Context: an optimization exercise on an open-source flow, tuned for small area, a short achievable clock period and few clock cycles. The choices shown serve that exercise and are no tape-out recipe. The RTL was checked by simulation tests, not by an equivalence proof against the original design.

File: run.sh
#!/bin/bash
# synth_recipe.tcl (not shown) runs the flow's synth.tcl, then flattens the netlist and writes it again
# the make line also repeats each setting of config.mk as NAME=value (left out here)
make -C /OpenROAD-flow-scripts/flow DESIGN_CONFIG=/design/flow/config.mk WORK_HOME=/design/flow/orfs CLKGATE_MAP_FILE= SYNTH_SCRIPT=/design/flow/synth_recipe.tcl finish
File: config.mk
export PLATFORM = sky130hd
export DESIGN_NAME = milestone
export DESIGN_NICKNAME = milestone
export VERILOG_FILES = /design/flow/design.v
export SDC_FILE = /design/flow/constraint.sdc
export NUM_CORES = 4
export LEC_CHECK = 0
export CAP_MARGIN = 20
export CORE_MARGIN = 2
export CORE_UTILIZATION = 40
export SLEW_MARGIN = 20
File: constraint.sdc
create_clock -name core_clock -period 13.0 [get_ports {Clock}]
set_input_delay 2.6000 -clock core_clock [delete_from_list [all_inputs] [get_ports {Clock}]]
set_output_delay 2.6000 -clock core_clock [all_outputs]
set_load 0.01 [all_outputs]
File: design.v
`timescale 1ns/100ps
`default_nettype none
module milestone(
	input logic Clock,
	input logic resetn,
	input logic [15:0] SRAM_read_data,
	input logic m1start,
	output logic [17:0] SRAM_address,
	output logic [15:0] SRAM_write_data,
	output logic SRAM_we_n,
	output logic m1end); 
typedef enum logic [6:0] {
	M1S_IDLE,
	li0, 
	li1,
	li2,
	li3,
	li4,
	li5,
	li6,
	li7,
	li8,
	li9,
	li10,
	li11,
	li12,
	li13,
	li14,
	li15,
	li16,
	li17,
	li18,
	li19,
	li20,
	li21,
	li22,
	li23,
	li24,
	li25,
	li26,
	li27,
	li28,
	li29,
	li30,
	li31,
	li32,
	li33,
	cc1,
	cc2,
	cc3,
	cc4,
	cc5,
	cc6,
	cc7,
	cc8,
	cc9,
	cc10,
	cc11,
	cc12,
	cc13,
	cc14,
	cc15,
	cc16,
	cc17,
	cc18,
	lo0,
	lo1,
	lo2,
	lo3,
	lo4,
	lo5,
	lo6,
	lo7,
	lo8,
	lo9,
	lo10,
	lo11,
	lo12,
	lo13,
	lo14,
	lo15,
	lo16,
	lo17,
	lo18,
	lo19,
	lo20,
	lo21,
	lo22,
	lo23,
	lo24,
	lo25,
	lo26,
	lo27,
	lo28,
	lo29,
	lo30
} milestone1_state_type;
milestone1_state_type m1state;
parameter uaddy= 18'd38400;
parameter yaddy=18'd0;
parameter vaddy=18'd57600;
parameter RGBaddy=18'd146944;
logic[31:0] upeven;
logic[31:0] upodd;
logic[31:0] ubufferodd;
logic[31:0] ubuffereven;
logic[31:0] vpeven;
logic[31:0] vpodd;
logic[31:0] vbufferodd;
logic[31:0] vbuffereven;
logic [7:0] un5;
logic [7:0] un3;
logic [7:0] un1;
logic [7:0] up1;
logic [7:0] up3;
logic [7:0] up5;
logic [7:0] vn5;
logic [7:0] vn3;
logic [7:0] vn1;
logic [7:0] vp1;
logic [7:0] vp3;
logic [7:0] vp5;
logic [31:0]ybuff[1:0];
logic [7:0]ubuff;
logic [7:0]vbuff;
logic [31:0] R; 
logic [31:0] G;
logic [31:0] B;
logic [31:0] Rbuff[0:1];  
logic [31:0] Gbuff[0:1];
logic [31:0] Bbuff[0:1];
logic [7:0] Rc[1:0]; 
logic [7:0] Bc[1:0];
logic [7:0] Gc[1:0];
logic [7:0] Rout[0:1];
logic [7:0] Bout[0:1];
logic [7:0] Gout[0:1];
logic signed [31:0] op1,op2,op3,op4,op5,op6;
logic signed [31:0] mult1,mult2,mult3;
logic signed [63:0] multlong1, multlong2, multlong3;
logic [17:0] ucounter;
logic [17:0] vcounter;
logic [17:0] ycounter;
logic [17:0] rgbcounter;
logic[17:0] colcounter;
logic [17:0] pixCount;
parameter signed jn5= 32'h15; 
parameter signed jn3= 32'hFFFFFFCC; 
parameter signed jn1= 32'h9F; 
parameter signed jp1= 32'h9F; 
parameter signed jp3= 32'hFFFFFFCC; 
parameter signed jp5= 32'h15; 
parameter signed a00=32'h129FC; 
parameter signed a02=32'h19893; 
parameter signed a11=32'hFFFF9BE8; 
parameter signed a12=32'hFFFF2FDF; 
parameter signed a21=32'h2049B; 
assign multlong1=$signed(op1)*$signed(op2);
assign mult1=multlong1[31:0];
assign multlong2=$signed(op3)*$signed(op4);
assign mult2=multlong2[31:0];
assign multlong3=$signed(op5)*$signed(op6);
assign mult3=multlong3[31:0];
always_comb begin
 Rc[0]=(Rbuff[0][31]==1'b1)?8'd0:((Rbuff[0][31:24]>=8'd1)?8'd255:Rbuff[0][23:16]);
 Bc[0]=(Bbuff[0][31]==1'b1)?8'd0:((Bbuff[0][31:24]>=8'd1)?8'd255:Bbuff[0][23:16]);
Gc[0]=(Gbuff[0][31]==1'b1)?8'd0:((Gbuff[0][31:24]>=8'd1)?8'd255:Gbuff[0][23:16]);
 Rc[1]=(Rbuff[1][31]==1'b1)?8'd0:((Rbuff[1][31:24]>=8'd1)?8'd255:Rbuff[1][23:16]);
 Bc[1]=(Bbuff[1][31]==1'b1)?8'd0:((Bbuff[1][31:24]>=8'd1)?8'd255:Bbuff[1][23:16]);
 Gc[1]=(Gbuff[1][31]==1'b1)?8'd0:((Gbuff[1][31:24]>=8'd1)?8'd255:Gbuff[1][23:16]);
end
always @(posedge Clock or negedge resetn) begin
	if(~resetn)begin
		SRAM_address<=18'd0;
		SRAM_write_data<=18'd0;
		SRAM_we_n<=1'b1;
		m1end<=1'b0;
		upeven<=32'd0;
		upodd<=32'd0;
      ubufferodd<=32'd0;
		ubuffereven<=32'd0;
		ucounter<=18'd0;
		vcounter<=18'd0;
		ycounter<=18'd0;
		vpeven<=32'd0;
		vpodd<=32'd0;
		vbufferodd<=32'd0;
		vbuffereven<=32'd0;
		pixCount<=18'd0;
		un5<=8'd0;
		un3<=8'd0;
		un1<=8'd0;
		up1<=8'd0;
		up3<=8'd0;
		up5<=8'd0;
		vn5<=8'd0;
		vn3<=8'd0;
		vn1<=8'd0;
		vp1<=8'd0;
		vp3<=8'd0;
		vp5<=8'd0;
		ybuff[0]<=32'd0;
		ybuff[1]<=32'd0;
		ubuff<=8'd0;
		vbuff<=8'd0;
		R<=32'd0;
		G<=32'd0;
		B<=32'd0;
		Rbuff[0]<=32'd0;
		Gbuff[0]<=32'd0;
		Bbuff[0]<=32'd0;
		Rbuff[1]<=32'd0;
		Gbuff[1]<=32'd0;
		Bbuff[1]<=32'd0;
		Rout[0]<=8'd0;
		Bout[0]<=8'd0;
		Gout[0]<=8'd0;
		Rout[1]<=8'd0;
		Bout[1]<=8'd0;
		Gout[1]<=8'd0;
		op1<=32'd0;
		op2<=32'd0;
		op3<=32'd0;
		op4<=32'd0;
		op5<=32'd0;
		op6<=32'd0;
		rgbcounter<=18'd0;
		colcounter<=18'd0;
		m1state<=M1S_IDLE;
	end else begin
		case(m1state)
			M1S_IDLE:begin
					if (m1start==1'b1) begin
					SRAM_address <= uaddy;
					ucounter<= 18'd0;
					m1state <= li0;
					SRAM_write_data<=18'd0;
					SRAM_we_n<=1'b1;
					m1end<=1'b0;
					upeven<=32'd0;
					upodd<=32'd0;
					ucounter<=18'd0;
					vcounter<=18'd0;
					ycounter<=18'd0;
					ubufferodd<=32'd0;
					ubuffereven<=32'd0;
					pixCount<=18'd0;
					vpeven<=32'd0;
					vpodd<=32'd0;
					vbufferodd<=32'd0;
					vbuffereven<=32'd0;
					un5<=8'd0;
					un3<=8'd0;
					un1<=8'd0;
					up1<=8'd0;
					up3<=8'd0;
					up5<=8'd0;
					vn5<=8'd0;
					vn3<=8'd0;
					vn1<=8'd0;
					vp1<=8'd0;
					vp3<=8'd0;
					vp5<=8'd0;
					ybuff[0]<=32'd0;
					ybuff[1]<=32'd0;
					ubuff<=8'd0;
					vbuff<=8'd0;
					R<=32'd0;
					G<=32'd0;
					B<=32'd0;
		Rbuff[0]<=32'd0;
		Gbuff[0]<=32'd0;
		Bbuff[0]<=32'd0;
		Rbuff[1]<=32'd0;
		Gbuff[1]<=32'd0;
		Bbuff[1]<=32'd0;
		Rout[0]<=8'd0;
		Bout[0]<=8'd0;
		Gout[0]<=8'd0;
		Rout[1]<=8'd0;
		Bout[1]<=8'd0;
		Gout[1]<=8'd0;					
					colcounter<=18'd0;
					op1<=32'd0;
					op2<=32'd0;
					op3<=32'd0;
					op4<=32'd0;
					op5<=32'd0;
					op6<=32'd0;
					rgbcounter<=18'd0;
					m1state <= li0;
					end
			end
			li0:begin
				SRAM_we_n <= 1'b1;
				SRAM_address <= vaddy+vcounter; 
				vcounter <= vcounter + 18'd1;
				ucounter<= ucounter + 18'd1;
				m1state <= li1;
			end
			li1:begin 
				SRAM_address <= uaddy + ucounter;  
				m1state <= li2;
			end 
			li2:begin
				un5<=SRAM_read_data[15:8]; 
				un3<=SRAM_read_data[15:8];
				un1<=SRAM_read_data[15:8];
				up1<=SRAM_read_data[15:8];
				up3<=SRAM_read_data[15:8];
				up5<=SRAM_read_data[7:0]; 
				upeven <= {24'd0,SRAM_read_data[15:8]};
				op1<= {24'd0,SRAM_read_data[15:8]}; 
				op2 <= jn5;
				SRAM_address <= vaddy + vcounter;
				vcounter <= vcounter + 18'd1;
				ucounter<= ucounter + 18'd1;
				m1state <= li3;
			end
			li3:begin
				vn5<=SRAM_read_data[15:8]; 
				vn3<=SRAM_read_data[15:8]; 
				vn1<=SRAM_read_data[15:8]; 
				vp1<=SRAM_read_data[15:8]; 
				vp3<=SRAM_read_data[15:8]; 
				vp5<=SRAM_read_data[7:0];
				vpeven <= {24'd0,SRAM_read_data[15:8]};
				ubuffereven <= upeven-32'd128;
				upodd <= mult1;  
				op1<= {24'd0,un3};
				op2 <= jn3;
				op3<= {24'd0,SRAM_read_data[15:8]}; 
				op4<=jn5;
				SRAM_address <= yaddy+ycounter;
				ycounter<= ycounter + 18'd1;
				m1state <= li4;				
			end
			li4:begin	
				upodd <= upodd+mult1;  
				vpodd<=mult2;  
				up1<=up5; 
				up3<=SRAM_read_data[15:8]; 
				up5<=SRAM_read_data[7:0]; 
				op1<= {24'd0,un1}; 
				op2 <= jn1;
				op3 <= {24'd0,vn3};
				op4 <= jn3;
				vbuffereven<=vpeven-32'd128;
				m1state <= li5;
			end
			li5:begin
				upodd <= upodd + mult1;  
				vpodd <= vpodd + mult2;  
				vp1<=vp5;
				vp3<=SRAM_read_data[15:8];
				vp5<=SRAM_read_data[7:0];
				op1<={24'd0,up1};
				op2<=jp1;
				op3<={24'd0,vn1};
				op4<=jn1;
				m1state <= li6;
			end
			li6:begin
				upodd <= upodd + mult1;  
				vpodd <= vpodd + mult2;  
				ybuff[0]<={24'd0,SRAM_read_data[15:8]} - 32'd16;
				ybuff[1]<={24'd0,SRAM_read_data[7:0]} - 32'd16;
				op1<={24'd0,up3};
				op2<=jp3;
				op3<={24'd0,vp1};
				op4<=jp1;
				m1state <= li7;
			end
			li7:begin
				upodd <= upodd + mult1;  
				vpodd <= vpodd + mult2;  
				op1<={24'd0,up5};
				op2<=jp5;
				op3<={24'd0,vp3};
				op4<=jp3;
				m1state <= li8;
			end
			li8:begin
				upodd <= ((upodd + mult1 + 32'd128)>>>8) - 32'd128;  
				vpodd <= vpodd + mult2;  
				op3<={24'd0,vp5};
				op4<=jp5;
				m1state <= li9;
			end
			li9:begin
				vpodd <= ((vpodd + mult2 + 32'd128)>>>8) - 32'd128;  
				ubufferodd <= upodd; 
				op1<=a00;
				op2<=ybuff[0];			
				op3<=a02; 
				op4<=vbuffereven;		
				op5<=a21; 
				op6<=ubuffereven;
				m1state <= li10;
			end
			li10:begin
			Rbuff[0]<=mult1+mult2;
			Bbuff[0]<=mult1+mult3;
			G<=mult1;
			op1<=a11;
			op2<=ubuffereven;				
			op3<=a12;
			op4<=vbuffereven;
			vbufferodd <= vpodd;
			SRAM_address <= uaddy + ucounter;  
			m1state <= li11;
			end
			li11:begin
				SRAM_address <= vaddy + vcounter;  
				vcounter<= vcounter + 18'd1;
				ucounter<= ucounter + 18'd1;
				Gbuff[0]<=G+mult1+mult2;
				Rout[0]<=Rc[0];
				Bout[0]<=Bc[0];
				un5 <= un3;
				un3 <= un1;
				un1 <= up1;
				up1<=up3;
				up3 <= up5;
				vn5 <= vn3;
				vn3 <= vn1;
				vn1 <= vp1;
				vp1 <= vp3;
				vp3<=vp5;
				op1<=a00;
		op2<=ybuff[1];
		op3<=a02; 
		op4<=vbufferodd;
		op5<=a21; 
		op6<=ubufferodd;
				m1state <= li12;
			end
			li12:begin
			Rbuff[1]<=mult1+mult2;
			Bbuff[1]<=mult1+mult3;
			G<=mult1;
			op1<=a11;
			op2<=ubufferodd;	
			op3<=a12;
			op4<=vbufferodd;
			Gout[0]<=Gc[0];
			SRAM_address <= yaddy + ycounter;
			ycounter <= ycounter + 18'd1;
			m1state <= li13;
			end
			li13:begin
				SRAM_we_n <= 18'b0;
			SRAM_address <= RGBaddy + rgbcounter;
			rgbcounter <= rgbcounter + 18'd1;
			SRAM_write_data <= {Rout[0],Gout[0]};
			op1 <= {24'd0,un5};
			op2 <= jn5;
			op3 <= {24'd0,un3};
			op4 <= jn3;
			op5 <= {24'd0,un1};
			op6 <= jn1;
			Rout[1]<=Rc[1];
			Bout[1]<=Bc[1];
			Gbuff[1]<=G+mult1+mult2;
			up5 <= SRAM_read_data[15:8];
			ubuff <= SRAM_read_data[7:0];
				m1state <= li14;				
			end
			li14:begin
			SRAM_we_n <= 18'b1;
			Gout[1]<=Gc[1];
			upodd<=mult1+mult2+mult3;
			ubuffereven<={24'd0,un1}-32'd128;
			vp5 <= SRAM_read_data[15:8];
			vbuff <= SRAM_read_data[7:0];
			op1 <= {24'd0,up5};
			op2 <= jp5;
			op3 <= {24'd0,up3};
			op4 <= jp3;
			op5 <= {24'd0,up1};
			op6 <= jp1;
				m1state <= li15;
			end
			li15:begin
			pixCount<=pixCount+18'd1;
			SRAM_we_n <= 18'b0;
			SRAM_address <= RGBaddy + rgbcounter; 
			rgbcounter <= rgbcounter + 18'd1;
			SRAM_write_data <= {Bout[0],Rout[1]};
			ubufferodd<=((upodd+mult1+mult2+mult3+ 32'd128)>>>8)-32'd128;
			ubuffereven<={24'd0,un1}-32'd128;
			ybuff[0] <= {24'd0,SRAM_read_data[15:8]}-32'd16;
			ybuff[1] <= {24'd0,SRAM_read_data[7:0]}-32'd16;
			op1 <= {24'd0,vn5};
			op2 <= jn5;
			op3 <= {24'd0,vn3};
			op4 <= jn3;
			op5 <= {24'd0,vn1};
			op6 <= jn1;
			vbuffereven<={24'd0,vn1}-32'd128;
			m1state <= li16;
			end
			li16:begin
			pixCount<=pixCount+18'd1;
			SRAM_address <= RGBaddy + rgbcounter; 
			rgbcounter <= rgbcounter + 18'd1;
			SRAM_write_data <= {Gout[1],Bout[1]};
				vpodd<=mult1+mult2+mult3;
			op1 <= {24'd0,vp5};
			op2 <= jp5;
			op3 <= {24'd0,vp3};
			op4 <= jp3;
			op5 <= {24'd0,vp1};
			op6 <= jp1;	
				m1state <= li17;
			end
			li17:begin
			SRAM_we_n <= 18'b1;
				vbufferodd<=((vpodd+mult1+mult2+mult3+ 32'd128)>>>8)-32'd128;
		op1<=a00;
		op2<=ybuff[0];			
		op3<=a02; 
		op4<=vbuffereven;		
		op5<=a21; 
		op6<=ubuffereven;	
				m1state <= li18;
			end
			li18:begin
				Rbuff[0]<=mult1+mult2;
		Bbuff[0]<=mult1+mult3;
		G<=mult1;
		op1<=a11;
		op2<=ubuffereven;				
		op3<=a12;
		op4<=vbuffereven;
				m1state <= li19;
			end
			li19:begin
				Gbuff[0]<=G+mult1+mult2;
		Rout[0]<=Rc[0];
		Bout[0]<=Bc[0];
		op1<=a00;
		op2<=ybuff[1];
		op3<=a02; 
		op4<=vbufferodd;
		op5<=a21; 
		op6<=ubufferodd;
				m1state <= li20;
			end
			li20:begin
				Rbuff[1]<=mult1+mult2;
			Bbuff[1]<=mult1+mult3;
			G<=mult1;
			op1<=a11;
				op2<=ubufferodd;
				op3<=a12;
				op4<=vbufferodd;
				Gout[0]<=Gc[0];
				m1state <= li21;
			end
			li21:begin
				SRAM_address <= yaddy + ycounter;
			ycounter <= ycounter + 18'd1;
			Rout[1]<=Rc[1];
			Bout[1]<=Bc[1];
			Gbuff[1]<=G+mult1+mult2;
			un5 <= un3;
				un3 <= un1;
				un1 <= up1;
				up1<=up3;
				up3 <= up5;
				up5<=ubuff;
				vn5 <= vn3;
				vn3 <= vn1;
				vn1 <= vp1;
				vp1 <= vp3;
				vp3<=vp5;
				vp5<=vbuff;
			m1state <= li22;		
			end
			li22:begin
					Gout[1]<=Gc[1];
		SRAM_we_n <= 18'b0;
			SRAM_address <= RGBaddy + rgbcounter;
			rgbcounter <= rgbcounter + 18'd1;
			SRAM_write_data <= {Rout[0],Gout[0]};
			op1 <= {24'd0,un5};
			op2 <= jn5;
			op3 <= {24'd0,un3};
			op4 <= jn3;
			op5 <= {24'd0,un1};
			op6 <= jn1;
			m1state <= li23;				
			end
			li23:begin
SRAM_address <= RGBaddy + rgbcounter; 
				rgbcounter <= rgbcounter + 18'd1;
			SRAM_write_data <= {Bout[0],Rout[1]};
			upodd<=mult1+mult2+mult3;
			op1 <= {24'd0,up5};
			op2 <= jp5;
			op3 <= {24'd0,up3};
			op4 <= jp3;
			op5 <= {24'd0,up1};
			op6 <= jp1;
			pixCount<=pixCount+18'd1;	
			m1state <= li24;				
			end
			li24:begin				
				SRAM_address <= RGBaddy + rgbcounter; 
				rgbcounter <= rgbcounter + 18'd1;
			SRAM_write_data <= {Gout[1],Bout[1]};
			ubufferodd<=((upodd+mult1+mult2+mult3+ 32'd128)>>>8)-32'd128;
			ubuffereven<={24'd0,un1}-32'd128;
			ybuff[0] <= {24'd0,SRAM_read_data[15:8]}-32'd16;
			ybuff[1] <= {24'd0,SRAM_read_data[7:0]}-32'd16;
			op1 <= {24'd0,vn5};
			op2 <= jn5;
			op3 <= {24'd0,vn3};
			op4 <= jn3;
			op5 <= {24'd0,vn1};
			op6 <= jn1;	
		vbuffereven<={24'd0,vn1}-32'd128;	
		pixCount<=pixCount+18'd1;
			m1state <= li25;			
			end	
			li25:begin
				SRAM_we_n <= 18'b1;
			vpodd<=mult1+mult2+mult3;
			op1 <= {24'd0,vp5};
			op2 <= jp5;
			op3 <= {24'd0,vp3};
			op4 <= jp3;
			op5 <= {24'd0,vp1};
			op6 <= jp1;			
			m1state <= li26;				
			end
			li26:begin
			op1<=a00;
		op2<=ybuff[0];			
		op3<=a02; 
		op4<=vbuffereven;		
		op5<=a21; 
		op6<=ubuffereven;
		vbufferodd<=((vpodd+mult1+mult2+mult3+ 32'd128)>>>8)-32'd128;
				m1state<=li27;
			end
			li27: begin
						un5 <= un3;
				un3 <= un1;
				un1 <= up1;
				up1<=up3;
				up3 <= up5;
				vn5 <= vn3;
				vn3 <= vn1;
				vn1 <= vp1;
				vp1 <= vp3;
				vp3<=vp5;
				Rbuff[0]<=mult1+mult2;
				Bbuff[0]<=mult1+mult3;
				G<=mult1;
				op1<=a11;
				op2<=ubuffereven;
				op3<=a12;
				op4<=vbuffereven;
				m1state<=li28;
			end
			li28: begin
			SRAM_we_n <= 1'b1;
			Gbuff[0]<=G+mult1+mult2;
			Rout[0]<=Rc[0];
			Bout[0]<=Bc[0];
			op1<=a00;
				op2<=ybuff[1];
				op3<=a02; 
				op4<=vbufferodd;
				op5<=a21; 
				op6<=ubufferodd;
			m1state<=li29;
			end
			li29: begin
								SRAM_address <= uaddy + ucounter;
			Rbuff[1]<=mult1+mult2;
			Bbuff[1]<=mult1+mult3;
			Gout[0]<=Gc[0];
			G<=mult1;
			op1<=a11;
				op2<=ubufferodd;
				op3<=a12;
				op4<=vbufferodd;
			m1state<=li30;
			end
			li30: begin
			SRAM_address <= vaddy + vcounter;
			vcounter <= vcounter + 18'd1;
			ucounter <= ucounter + 18'd1;
			Rout[1]<=Rc[1];
			Bout[1]<=Bc[1];
			Gbuff[1]<=G+mult1+mult2;
			m1state<=li31;
			end
			li31: begin
			SRAM_address <= yaddy + ycounter;
			ycounter <= ycounter + 18'd1;	
			Gout[1]<=Gc[1];
			m1state<=cc1;
			end
		cc1:begin
		SRAM_we_n <= 18'b0;
			SRAM_address <= RGBaddy + rgbcounter;
			rgbcounter <= rgbcounter + 18'd1;
			SRAM_write_data <= {Rout[0],Gout[0]};
			Gout[1]<=Gc[1];
			op1 <= {24'd0,un5};
			op2 <= jn5;
			op3 <= {24'd0,un3};
			op4 <= jn3;
			op5 <= {24'd0,un1};
			op6 <= jn1;
			up5 <= SRAM_read_data[15:8];
			ubuff <= SRAM_read_data[7:0];
			m1state<=cc2;
			end
		cc2:begin
				SRAM_address <= RGBaddy + rgbcounter; 
				rgbcounter <= rgbcounter + 18'd1;
			SRAM_write_data <= {Bout[0],Rout[1]};
			upodd<=mult1+mult2+mult3;
			ubuffereven<={24'd0,un1}-32'd128;
			vp5 <= SRAM_read_data[15:8];
			vbuff <= SRAM_read_data[7:0];
			op1 <= {24'd0,up5};
			pixCount<=pixCount+18'd1;
			op2 <= jp5;
			op3 <= {24'd0,up3};
			op4 <= jp3;
			op5 <= {24'd0,up1};
			op6 <= jp1;
			m1state<=cc3;
			end
		cc3:begin
		pixCount<=pixCount+18'd1;
				SRAM_address <= RGBaddy + rgbcounter; 
				rgbcounter <= rgbcounter + 18'd1;
			SRAM_write_data <= {Gout[1],Bout[1]};
			ubufferodd<=((upodd+mult1+mult2+mult3+ 32'd128)>>>8)-32'd128;
			ubuffereven<={24'd0,un1}-32'd128;
			ybuff[0] <= {24'd0,SRAM_read_data[15:8]}-32'd16;
			ybuff[1] <= {24'd0,SRAM_read_data[7:0]}-32'd16;
			op1 <= {24'd0,vn5};
			op2 <= jn5;
			op3 <= {24'd0,vn3};
			op4 <= jn3;
			op5 <= {24'd0,vn1};
			op6 <= jn1;
			vbuffereven<={24'd0,vn1}-32'd128;
		m1state<=cc4;
			end
		cc4:begin
		vpodd<=mult1+mult2+mult3;
		SRAM_we_n <= 18'b1;
			op1 <= {24'd0,vp5};
			op2 <= jp5;
			op3 <= {24'd0,vp3};
			op4 <= jp3;
			op5 <= {24'd0,vp1};
			op6 <= jp1;
		m1state<=cc5;	
				end
		cc5:begin
		vbufferodd<=((vpodd+mult1+mult2+mult3+ 32'd128)>>>8)-32'd128;
		op1<=a00;
		op2<=ybuff[0];			
		op3<=a02; 
		op4<=vbuffereven;		
		op5<=a21; 
		op6<=ubuffereven;
		m1state<=cc6;
			end
		cc6:begin
		Rbuff[0]<=mult1+mult2;
		Bbuff[0]<=mult1+mult3;
		G<=mult1;
		op1<=a11;
		op2<=ubuffereven;				
		op3<=a12;
		op4<=vbuffereven;
		m1state<=cc7;
				end
		cc7:begin
		Gbuff[0]<=G+mult1+mult2;
		Rout[0]<=Rc[0];
		Bout[0]<=Bc[0];
		op1<=a00;
		op2<=ybuff[1];
		op3<=a02; 
		op4<=vbufferodd;
		op5<=a21; 
		op6<=ubufferodd;
		m1state<=cc8;
			end
		cc8:begin
				SRAM_address <= yaddy + ycounter;
			ycounter <= ycounter + 18'd1;
			Rbuff[1]<=mult1+mult2;
			Bbuff[1]<=mult1+mult3;
			G<=mult1;
			op1<=a11;
				op2<=ubufferodd;
				op3<=a12;
				op4<=vbufferodd;
				Gout[0]<=Gc[0];
		m1state<=cc9;
			end
		cc9:begin
			Rout[1]<=Rc[1];
			Bout[1]<=Bc[1];
			Gbuff[1]<=G+mult1+mult2;
			un5 <= un3;
				un3 <= un1;
				un1 <= up1;
				up1<=up3;
				up3 <= up5;
				up5<=ubuff;
				vn5 <= vn3;
				vn3 <= vn1;
				vn1 <= vp1;
				vp1 <= vp3;
				vp3<=vp5;
				vp5<=vbuff;
		m1state<=cc10;
			end
		cc10:begin
		Gout[1]<=Gc[1];
		SRAM_we_n <= 18'b0;
			SRAM_address <= RGBaddy + rgbcounter;
			rgbcounter <= rgbcounter + 18'd1;
			SRAM_write_data <= {Rout[0],Gout[0]};
			op1 <= {24'd0,un5};
			op2 <= jn5;
			op3 <= {24'd0,un3};
			op4 <= jn3;
			op5 <= {24'd0,un1};
			op6 <= jn1;
		m1state<=cc11;
			end
		cc11:begin
		ybuff[0] <= {24'd0,SRAM_read_data[15:8]}-32'd16;
			ybuff[1] <= {24'd0,SRAM_read_data[7:0]}-32'd16;
		SRAM_address <= RGBaddy + rgbcounter; 
				rgbcounter <= rgbcounter + 18'd1;
			SRAM_write_data <= {Bout[0],Rout[1]};
			upodd<=mult1+mult2+mult3;
			op1 <= {24'd0,up5};
			op2 <= jp5;
			op3 <= {24'd0,up3};
			op4 <= jp3;
			op5 <= {24'd0,up1};
			op6 <= jp1;
			pixCount<=pixCount+18'd1;
		m1state<=cc12;
			end
		cc12:begin
		SRAM_address <= RGBaddy + rgbcounter; 
				rgbcounter <= rgbcounter + 18'd1;
			SRAM_write_data <= {Gout[1],Bout[1]};
			ubufferodd<=((upodd+mult1+mult2+mult3+ 32'd128)>>>8)-32'd128;
			ubuffereven<={24'd0,un1}-32'd128;
			op1 <= {24'd0,vn5};
			op2 <= jn5;
			op3 <= {24'd0,vn3};
			op4 <= jn3;
			op5 <= {24'd0,vn1};
			op6 <= jn1;	
		vbuffereven<={24'd0,vn1}-32'd128;	
		pixCount<=pixCount+18'd1;
		m1state<=cc13;
			end
		cc13:begin
			SRAM_we_n <= 18'b1;
			vpodd<=mult1+mult2+mult3;
			op1 <= {24'd0,vp5};
			op2 <= jp5;
			op3 <= {24'd0,vp3};
			op4 <= jp3;
			op5 <= {24'd0,vp1};
			op6 <= jp1;	
		m1state<=cc14;
			end
		cc14:begin
		op1<=a00;
		op2<=ybuff[0];			
		op3<=a02; 
		op4<=vbuffereven;		
		op5<=a21; 
		op6<=ubuffereven;
		vbufferodd<=((vpodd+mult1+mult2+mult3+ 32'd128)>>>8)-32'd128;
		m1state<=cc15;
			end
		cc15:begin
		Rbuff[0]<=mult1+mult2;
		Bbuff[0]<=mult1+mult3;
		G<=mult1;
		op1<=a11;
		op2<=ubuffereven;				
		op3<=a12;
		op4<=vbuffereven;
		m1state<=cc16;
			end
		cc16:begin
		if (pixCount!=312) begin
		SRAM_address <= uaddy + ucounter;
		end
		Gbuff[0]<=G+mult1+mult2;
		Rout[0]<=Rc[0];
		Bout[0]<=Bc[0];
		op1<=a00;
		op2<=ybuff[1];
		op3<=a02; 
		op4<=vbufferodd;
		op5<=a21; 
		op6<=ubufferodd;
		m1state<=cc17;
			end
		cc17:begin
		if (pixCount!=312) begin
		SRAM_address <= vaddy + vcounter;
		vcounter <= vcounter + 18'd1;	
		ucounter <= ucounter + 18'd1;	
		end
		Rbuff[1]<=mult1+mult2;
		Bbuff[1]<=mult1+mult3;
		Gout[0]<=Gc[0];
		G<=mult1;
		op1<=a11;
		op2<=ubufferodd;				
				op3<=a12;
				op4<=vbufferodd;
				un5 <= un3;
				un3 <= un1;
				un1 <= up1;
				up1<=up3;
				up3 <= up5;
				vn5 <= vn3;
				vn3 <= vn1;
				vn1 <= vp1;
				vp1 <= vp3;
				vp3<=vp5;
		m1state<=cc18;
			end
		cc18:begin
		SRAM_address <= yaddy + ycounter;
			ycounter <= ycounter + 18'd1;
			Rout[1]<=Rc[1];
			Bout[1]<=Bc[1];
			Gbuff[1]<=G+mult1+mult2;
		if (pixCount<312) begin
			m1state<=cc1;
		end else begin
		m1state<=lo0;
		end
			end		
		lo0:begin
			SRAM_we_n <= 18'b0;
			SRAM_address <= RGBaddy + rgbcounter;
			rgbcounter <= rgbcounter + 18'd1;
			SRAM_write_data <= {Rout[0],Gout[0]};
			Gout[1]<=Gc[1];
			op1 <= {24'd0,un5};
			op2 <= jn5;
			op3 <= {24'd0,un3};
			op4 <= jn3;
			op5 <= {24'd0,un1};
			op6 <= jn1;
			m1state<=lo1;
			end
		lo1:begin
			SRAM_address <= RGBaddy + rgbcounter; 
			rgbcounter <= rgbcounter + 18'd1;
			SRAM_write_data <= {Bout[0],Rout[1]};
			pixCount <= pixCount + 32'd1;
			upodd<=mult1+mult2+mult3;
			ubuffereven<={24'd0,un1}-32'd128;
			op1 <= {24'd0,up5};
			op2 <= jp5;
			op3 <= {24'd0,up3};
			op4 <= jp3;
			op5 <= {24'd0,up1};
			op6 <= jp1;
			m1state<=lo2;
			end
		lo2:begin
				SRAM_address <= RGBaddy + rgbcounter; 
				rgbcounter <= rgbcounter + 18'd1;
			SRAM_write_data <= {Gout[1],Bout[1]};
			pixCount <= pixCount + 32'd1;
			ubufferodd<=((upodd+mult1+mult2+mult3+ 32'd128)>>>8)-32'd128;
			ubuffereven<={24'd0,un1}-32'd128;
			ybuff[0] <= {24'd0,SRAM_read_data[15:8]}-32'd16;
			ybuff[1] <= {24'd0,SRAM_read_data[7:0]}-32'd16;
			op1 <= {24'd0,vn5};
			op2 <= jn5;
			op3 <= {24'd0,vn3};
			op4 <= jn3;
			op5 <= {24'd0,vn1};
			op6 <= jn1;
			vbuffereven<={24'd0,vn1}-32'd128;
		m1state<=lo3;
			end
		lo3:begin
		vpodd<=mult1+mult2+mult3;
		SRAM_we_n <= 18'b1;
			op1 <= {24'd0,vp5};
			op2 <= jp5;
			op3 <= {24'd0,vp3};
			op4 <= jp3;
			op5 <= {24'd0,vp1};
			op6 <= jp1;	
		m1state<=lo4;
				end
		lo4:begin
		vbufferodd<=((vpodd+mult1+mult2+mult3+ 32'd128)>>>8)-32'd128;
		op1<=a00;
		op2<=ybuff[0];			
		op3<=a02; 
		op4<=vbuffereven;		
		op5<=a21; 
		op6<=ubuffereven;
		m1state<=lo5;
			end
		lo5:begin
		Rbuff[0]<=mult1+mult2;
		Bbuff[0]<=mult1+mult3;
		G<=mult1;
		op1<=a11;
		op2<=ubuffereven;				
		op3<=a12;
		op4<=vbuffereven;
		m1state<=lo6;
				end
		lo6:begin
		Gbuff[0]<=G+mult1+mult2;
		Rout[0]<=Rc[0];
		Bout[0]<=Bc[0];
		op1<=a00;
		op2<=ybuff[1];
		op3<=a02; 
		op4<=vbufferodd;
		op5<=a21; 
		op6<=ubufferodd;
		m1state<=lo7;
			end
		lo7:begin
			Rbuff[1]<=mult1+mult2;
			Bbuff[1]<=mult1+mult3;
			Gout[0]<=Gc[0];
			G<=mult1;
			op1<=a11;
			op2<=ubufferodd;
			op3<=a12;
			op4<=vbufferodd;
			un5 <= un3;
			un3 <= un1;
			un1 <= up1;
			up1<=up3;
			up3 <= up5;
		m1state<=lo8;
			end
		lo8:begin
		SRAM_address <= yaddy + ycounter;
		ycounter <= ycounter + 18'd1;
			Rout[1]<=Rc[1];
			Bout[1]<=Bc[1];
			Gbuff[1]<=G+mult1+mult2; 
		m1state<=lo9;
			end
		lo9:begin
		Gout[1]<=Gc[1];
		SRAM_we_n <= 18'b0;
			SRAM_address <= RGBaddy + rgbcounter;
			rgbcounter <= rgbcounter + 18'd1;
			SRAM_write_data <= {Rout[0],Gout[0]};
			op1 <= {24'd0,un5};
			op2 <= jn5;
			op3 <= {24'd0,un3};
			op4 <= jn3;
			op5 <= {24'd0,un1};
			op6 <= jn1;
			vn5 <= vn3;
			vn3 <= vn1;
			vn1 <= vp1;
			vp1 <= vp3;
			vp3<=vp5;
		m1state<=lo10;
			end
		lo10:begin
		SRAM_address <= RGBaddy + rgbcounter; 
				rgbcounter <= rgbcounter + 18'd1;
			SRAM_write_data <= {Bout[0],Rout[1]};
			pixCount <= pixCount + 32'd1;
			upodd<=mult1+mult2+mult3;
			op1 <= {24'd0,up5};
			op2 <= jp5;
			op3 <= {24'd0,up3};
			op4 <= jp3;
			op5 <= {24'd0,up1};
			op6 <= jp1;
		m1state<=lo11;
			end
		lo11:begin
		SRAM_address <= RGBaddy + rgbcounter; 
				rgbcounter <= rgbcounter + 18'd1;
			SRAM_write_data <= {Gout[1],Bout[1]};
			pixCount <= pixCount + 32'd1;
			ubufferodd<=((upodd+mult1+mult2+mult3+ 32'd128)>>>8)-32'd128;
			ubuffereven<={24'd0,un1}-32'd128;
			ybuff[0] <= {24'd0,SRAM_read_data[15:8]}-32'd16;
			ybuff[1] <= {24'd0,SRAM_read_data[7:0]}-32'd16;
			op1 <= {24'd0,vn5};
			op2 <= jn5;
			op3 <= {24'd0,vn3};
			op4 <= jn3;
			op5 <= {24'd0,vn1};
			op6 <= jn1;	
		vbuffereven<={24'd0,vn1}-32'd128;	
		m1state<=lo12;
			end
		lo12:begin
				SRAM_we_n <= 18'b1;
			op1 <= {24'd0,vp5};
			op2 <= jp5;
			op3 <= {24'd0,vp3};
			op4 <= jp3;
			op5 <= {24'd0,vp1};
			op6 <= jp1;
			vpodd<=mult1+mult2+mult3;
		m1state<=lo13;
			end
		lo13:begin
				op1<=a00;
		op2<=ybuff[0];			
		op3<=a02; 
		op4<=vbuffereven;		
		op5<=a21; 
		op6<=ubuffereven;
		vbufferodd<=((vpodd+mult1+mult2+mult3+ 32'd128)>>>8)-32'd128;
		m1state<=lo14;
			end
		lo14:begin
		Rbuff[0]<=mult1+mult2;
		Bbuff[0]<=mult1+mult3;
		G<=mult1;
		op1<=a11;
		op2<=ubuffereven;				
		op3<=a12;
		op4<=vbuffereven;
		m1state<=lo15;
			end
		lo15:begin
		Gbuff[0]<=G+mult1+mult2;
		Rout[0]<=Rc[0];
		Bout[0]<=Bc[0];
		op1<=a00;
		op2<=ybuff[1];
		op3<=a02; 
		op4<=vbufferodd;
		op5<=a21; 
		op6<=ubufferodd;
		m1state<=lo16;
			end
		lo16:begin		
			Rbuff[1]<=mult1+mult2;
			Bbuff[1]<=mult1+mult3;
			Gout[0]<=Gc[0];
			G<=mult1;
			op1<=a11;
				op2<=ubufferodd;
				op3<=a12;
				op4<=vbufferodd;
		m1state<=lo17;
			end
		lo17:begin
		SRAM_address <= yaddy + ycounter;
			ycounter <= ycounter + 18'd1;
			Rout[1]<=Rc[1];
			Bout[1]<=Bc[1];
			Gbuff[1]<=G+mult1+mult2;
			un5 <= un3;
			un3 <= un1;
			un1 <= up1;
			up1 <= up3;
			up3 <= up5;
					vn5 <= vn3;
			vn3 <= vn1;
			vn1 <= vp1;
			vp1 <= vp3;
			vp3 <= vp5;
			m1state <= lo18;
			end
		lo18:begin
			SRAM_we_n <= 18'b0;
			SRAM_address <= RGBaddy + rgbcounter;
			rgbcounter <= rgbcounter + 18'd1;
			SRAM_write_data <= {Rout[0],Gout[0]};
			Gout[1]<=Gc[1];
			op1 <= {24'd0,un5};
			op2 <= jn5;
			op3 <= {24'd0,un3};
			op4 <= jn3;
			op5 <= {24'd0,un1};
			op6 <= jn1;
			m1state<=lo19;
			end
		lo19:begin
			SRAM_address <= RGBaddy + rgbcounter; 
			rgbcounter <= rgbcounter + 18'd1;
			SRAM_write_data <= {Bout[0],Rout[1]};
			pixCount <= pixCount + 32'd1;
			upodd<=mult1+mult2+mult3;
			ubuffereven<={24'd0,un1}-32'd128;
			op1 <= {24'd0,up5};
			op2 <= jp5;
			op3 <= {24'd0,up3};
			op4 <= jp3;
			op5 <= {24'd0,up1};
			op6 <= jp1;
			m1state<=lo20;
			end
		lo20:begin
				SRAM_address <= RGBaddy + rgbcounter; 
				rgbcounter <= rgbcounter + 18'd1;
			SRAM_write_data <= {Gout[1],Bout[1]};
			pixCount <= pixCount + 32'd1;
			ubufferodd<=((upodd+mult1+mult2+mult3+ 32'd128)>>>8)-32'd128;
			ubuffereven<={24'd0,un1}-32'd128;
			ybuff[0] <= {24'd0,SRAM_read_data[15:8]}-32'd16;
			ybuff[1] <= {24'd0,SRAM_read_data[7:0]}-32'd16;
			op1 <= {24'd0,vn5};
			op2 <= jn5;
			op3 <= {24'd0,vn3};
			op4 <= jn3;
			op5 <= {24'd0,vn1};
			op6 <= jn1;
			vbuffereven<={24'd0,vn1}-32'd128;
		m1state<=lo21;
			end
		lo21:begin
		vpodd<=mult1+mult2+mult3;
		SRAM_we_n <= 18'b1;
			op1 <= {24'd0,vp5};
			op2 <= jp5;
			op3 <= {24'd0,vp3};
			op4 <= jp3;
			op5 <= {24'd0,vp1};
			op6 <= jp1;
		m1state<=lo22;
				end
		lo22:begin
		vbufferodd<=((vpodd+mult1+mult2+mult3+ 32'd128)>>>8)-32'd128;
		op1<=a00;
		op2<=ybuff[0];			
		op3<=a02; 
		op4<=vbuffereven;		
		op5<=a21; 
		op6<=ubuffereven;
		m1state<=lo23;
			end
		lo23:begin
		Rbuff[0]<=mult1+mult2;
		Bbuff[0]<=mult1+mult3;
		G<=mult1;
		op1<=a11;
		op2<=ubuffereven;				
		op3<=a12;
		op4<=vbuffereven;
		m1state<=lo24;
				end
		lo24:begin
		Gbuff[0]<=G+mult1+mult2;
		Rout[0]<=Rc[0];
		Bout[0]<=Bc[0];
		op1<=a00;
		op2<=ybuff[1];
		op3<=a02; 
		op4<=vbufferodd;
		op5<=a21; 
		op6<=ubufferodd;
		m1state<=lo25;
			end
		lo25:begin
			Rbuff[1]<=mult1+mult2;
			Bbuff[1]<=mult1+mult3;
			Gout[0]<=Gc[0];
			G<=mult1;
			op1<=a11;
				op2<=ubufferodd;
				op3<=a12;
				op4<=vbufferodd;
		m1state<=lo26;
			end
		lo26:begin
			Rout[1]<=Rc[1];
			Bout[1]<=Bc[1];
			Gbuff[1]<=G+mult1+mult2;
			m1state<=lo27;	
			end
		lo27: begin
		Gout[1]<=Gc[1];
			SRAM_we_n <= 18'b0;
			SRAM_address <= RGBaddy + rgbcounter;
			rgbcounter <= rgbcounter + 18'd1;
			SRAM_write_data <= {Rout[0],Gout[0]};
			m1state<=lo28;
		end
		lo28:begin
		SRAM_address <= RGBaddy + rgbcounter;
			rgbcounter <= rgbcounter + 18'd1;
			SRAM_write_data <= {Bout[0],Rout[1]};
			pixCount <= pixCount + 32'd1;
			m1state<=lo29;
		end
				lo29:begin
		SRAM_address <= RGBaddy + rgbcounter;
			rgbcounter <= rgbcounter + 18'd1;
			SRAM_write_data <= {Gout[1],Bout[1]};
			pixCount <= pixCount + 32'd1;
			colcounter <= colcounter + 18'd1;
			m1state<=lo30;
		end
		lo30:begin
		SRAM_we_n <= 18'b1;
		if (colcounter<240) begin
			pixCount<=18'd0;
			SRAM_address <= uaddy+ucounter;
			vpodd<=32'd0;
			upodd<=32'd0;
				vpeven<=32'd0;
			upeven<=32'd0;
			ubuffereven<=32'd0;
			ubufferodd<=32'd0;
				vbuffereven<=32'd0;
			vbufferodd<=32'd0;
			G<=32'd0;
			m1state<=li0;
		end else begin
		m1state<=M1S_IDLE;
		m1end<=1'b1;
		end
		end
		endcase
end
end
endmodule
==> flow_metrics.tcl <==
set metrics [dict create \
    dp.final_hpwl_mm 243 \
    die_w_um 473 \
    crit_arrival_ns 12.96 \
    drt_iter0_drc 7054 \
    ctsHoldBuffers 0 \
    grt_pass1_vias 73988 \
    worstMarginPinSlew_ns 1.25 \
    timing.slew.headroom_pct 16.1 \
    die-area_um2 224000 \
    grt_pass1_wl_mm 468 \
    grt_max_degree 178 \
    drv_slew 0 \
    first_pass_iters 10 \
    pre_cts_slack_ns 0.475 \
    whs_endpoint "vp5[4]" \
    fill_cells 21347 \
    clock_path_buffers 3 \
    route.detailed.drc 0 \
    synth_edf_count 0 \
    reg2reg_slack_ns 0.70 \
    fmax_mhz 81.3 \
    io_pins 55 \
    coreArea_um2 219000 \
    status "complete, no violations" \
    fin_worst_skew_ns 0.0947 \
    drive_gt1_share_pct 5.16 \
    grt_util_all_layers_pct 27.3 \
    min_period_ns 12.30 \
    syn_area_per_cell_um2 8.94 \
    slowest_delay_ns 0.81 \
    hp-class "reg -> reg" \
    cpMostUsedCell "fa_1" \
    rows 172 \
    setup_violations 0 \
    synth_flop_cell "dfrtp_1" \
    slowest_stage "a2111oi_0" \
    vias 72624 \
    maxCapViolations 0 \
    worstHoldPathCells 2 \
    ys_seq_area_share_pct 21.1 \
    end_kind "flop" \
    required_ns 13.66 \
    synth_warnings 11 \
    fin_tns_setup_ns 0 \
    vias_per_cell 5.71 \
    clk_latency_ns 0.80 \
    ant_nets 0 \
    h-tree-depth 3 \
    cts.clk_slew.worst_paths_ns 0.08 \
    cts_root_buf "clkbuf_16" \
    synth.ff_latch_count 744 \
    initial_core_util_pct 40.2 \
    gp_congestion 0.993 \
    r2r-end "ubufferodd[24]" \
    clock_sinks 744 \
    cts_tree "built" \
    post_drt_wl_per_cell_um 24.0 \
    period_share_pct 94.6 \
    postSynthCellCount 9860 \
    critical_path_class "reg -> reg" \
    portBuffers 54 \
    wirelength_mm 305 \
    antenna_found_initial 9 \
    async_reset_ff_share_pct 100 \
    die_h_um 473 \
    syn-num-nets 11699 \
    reg2regPathDepth 36 \
    rr_startpoint "op2[2]" \
    cts_made_buffers 91 \
    timing.final.ws_setup_ns 0.701 \
    min_from "vbuff[4]" \
    finalHoldViolCount 0 \
    fin_nets 11621 \
    synthDistinctLibCells 105 \
    synth_area_um2 88100 \
    rsz0062_at_grt "no" \
    area_delta_synth_final_pct 8.84 \
    grt-ovfl-total 0 \
    critPathMaxFanout 12 \
    start_kind "flop" \
]
## registers in the layout (all words and copies together) (netlist names), 18 cells and up
register and count:
op6 32, vbufferodd 32, op2 32, colcounter 18
Bbuff 32, Rbuff 32, op4 32, ucounter 18
rgbcounter 18, Gbuff 32, ycounter 18, G 32
ubufferodd 32, vcounter 18, upodd 32, pixCount 18
vpodd 32, SRAM_address 18, ybuff 18
## per-stage QoR
stage	cells	util, %	hold WS [ns]	area [um^2]
after floorplan	9860	-	0.438	88100
final	12727	43.7	0.461	95900
after CTS	12723	43.7	0.456	95800
after global placement	12558	42.2	0.450	92600
after global routing	12725	43.7	0.484	95900
after detailed placement	12558	42.2	0.458	92600
## worst max-delay path: cells and delay by family, from the launching register on
kind / cells / cell delay, ns
AO/OA/AOI/OAI: 10 / 2.59
adder cells (fa/ha/maj): 12 / 5.32
buffers and inverters: 6 / 1.26
XOR/XNOR: 5 / 1.53
flip-flops: 1 / 0.60
AND/OR/NAND/NOR: 3 / 0.94
## final cells by class
cell class | instances | area [um^2] | share of cell area (%)
multi-input combinational | 7106 | 62200 | 64.9
sequential | 744 | 18600 | 19.4
inverter | 1542 | 5790 | 6.03
tap | 2871 | 3590 | 3.74
clock buffer | 122 | 2560 | 2.67
timing repair buffer | 297 | 2470 | 2.57
clock inverter | 43 | 671 | 0.699
antenna | 2 | 5.00 | 0.00522
## cell usage after synthesis (all sizes together), types with 17 or more instances
master | number | share of area, %
clkbuf | 421 | 1.8
or2 | 19 | 0.13
a211oi | 37 | 0.33
a31oi | 38 | 0.27
a22o | 19 | 0.19
nor2b | 62 | 0.44
inv | 1541 | 6.6
nand4 | 63 | 0.46
o31ai | 45 | 0.38
a21o | 113 | 0.96
a221oi | 66 | 0.66
o21ai | 411 | 2.3
fa | 994 | 23
nand2b | 55 | 0.39
o22ai | 19 | 0.13
a21oi | 368 | 2.1
and3 | 52 | 0.37
o21a | 64 | 0.55
o221ai | 23 | 0.23
buf | 47 | 0.21
nor3 | 106 | 0.61
nor2 | 453 | 1.9
nor4 | 42 | 0.32
xnor2 | 345 | 3.4
a221o | 163 | 1.9
ha | 826 | 12
o211ai | 47 | 0.41
xor2 | 229 | 2.3
and2 | 447 | 3.2
nand2 | 1166 | 5.0
o21bai | 30 | 0.26
a211o | 19 | 0.19
dfrtp | 743 | 21
nand3 | 278 | 1.6
or3 | 60 | 0.43
o2111ai | 17 | 0.18
a222oi | 115 | 1.3
a22oi | 94 | 0.80
## cells by family after synthesis
kind of cell	share of synthesized area [%]
AOI/OAI and AO/OA	14.4
xor gates and xnor gates	5.76
adders and majority gates	34.3
buffers and inverters	8.57
DFF	21.1
muxes	0.284
and+or+nand+nor	15.5
## cells in the final DEF, fill, tap and decap left out, types with 55 or more instances in the layout
master and n:
ha_1 825, fa_1 994, a22oi_1 94, inv_1 1541
xor2_1 228, nand3_1 274, a221oi_1 66, nor2_1 446
clkbuf_16 91, and2_1 438, buf_4 235, nand2_1 1165
a21o_1 113, a21oi_1 365, xnor2_1 344, nor2b_1 62
nand4_1 62, dfrtp_1 740, o21a_1 64, or3_1 59
a221o_1 163, nor3_1 100, a222oi_1 115, o21ai_0 381
nand2b_1 55
## worst max path at each step
stage / startpoint / endpoint / cells past startpoint
after floorplan: op1[6] / ubufferodd[24] / 51
after global placement: op1[6] / ubufferodd[29] / 52
after detailed placement: op1[30] / ubufferodd[29] / 44
after CTS: op1[30] / ubufferodd[24] / 44
after global routing: op1[6] / ubufferodd[24] / 52
final: op2[2] / ubufferodd[24] / 36
## metal layers
| metal | share of wire [%] | track usage, % | vias to the layer above |
|---|---|---|---|
| li1 | - | - | 32604 |
| met1 | 42 | 36.7 | 36562 |
| met2 | 46 | 43.6 | 2833 |
| met3 | 8.0 | 5.10 | 623 |
| met4 | 4.5 | 10.6 | 2 |
| met5 | 0.0043 | 0 | - |
## what timing repair did
item / in CTS / in global routing
setup buffers: 0 / 0
setup endpoints to repair: 0 / 14
resized for setup: 0 / 9
Testbench counts, summed over its fixed seeds: cycles 1,043,283.

separate check: timing with driven ports:
The results above use ideal ports. As a check the final layout listed here was re-extracted and re-timed, cells and wires unchanged. Step 1 (the two cells are an assumption about what drives the block):
set clk [get_ports {Clock}]
set_driving_cell -lib_cell sky130_fd_sc_hd__clkbuf_16 $clk
set_driving_cell -lib_cell sky130_fd_sc_hd__buf_2 [delete_from_list [all_inputs] $clk]
Step 2, shift: input delay + t, output delay - t, t = (earliest + latest rising clock arrival at the registers) / 2. This alone moves slack from input paths to output paths. Slacks: ideal ports / drivers / drivers and shift; pairs: ideal ports / drivers.
t, ns: 0.832
slack for setup (ns): 0.701 / 0.701 / 0.701
hold slack, ns: 0.461 / 0.461 / 0.461
worst setup path at the end: register to register
worst register clock-pin slew, ns: 0.08 / 0.08
After both steps this run still meets setup and hold. The setup slack of this run moves by 0.000 ns with the drivers and by 0.000 ns with both steps.
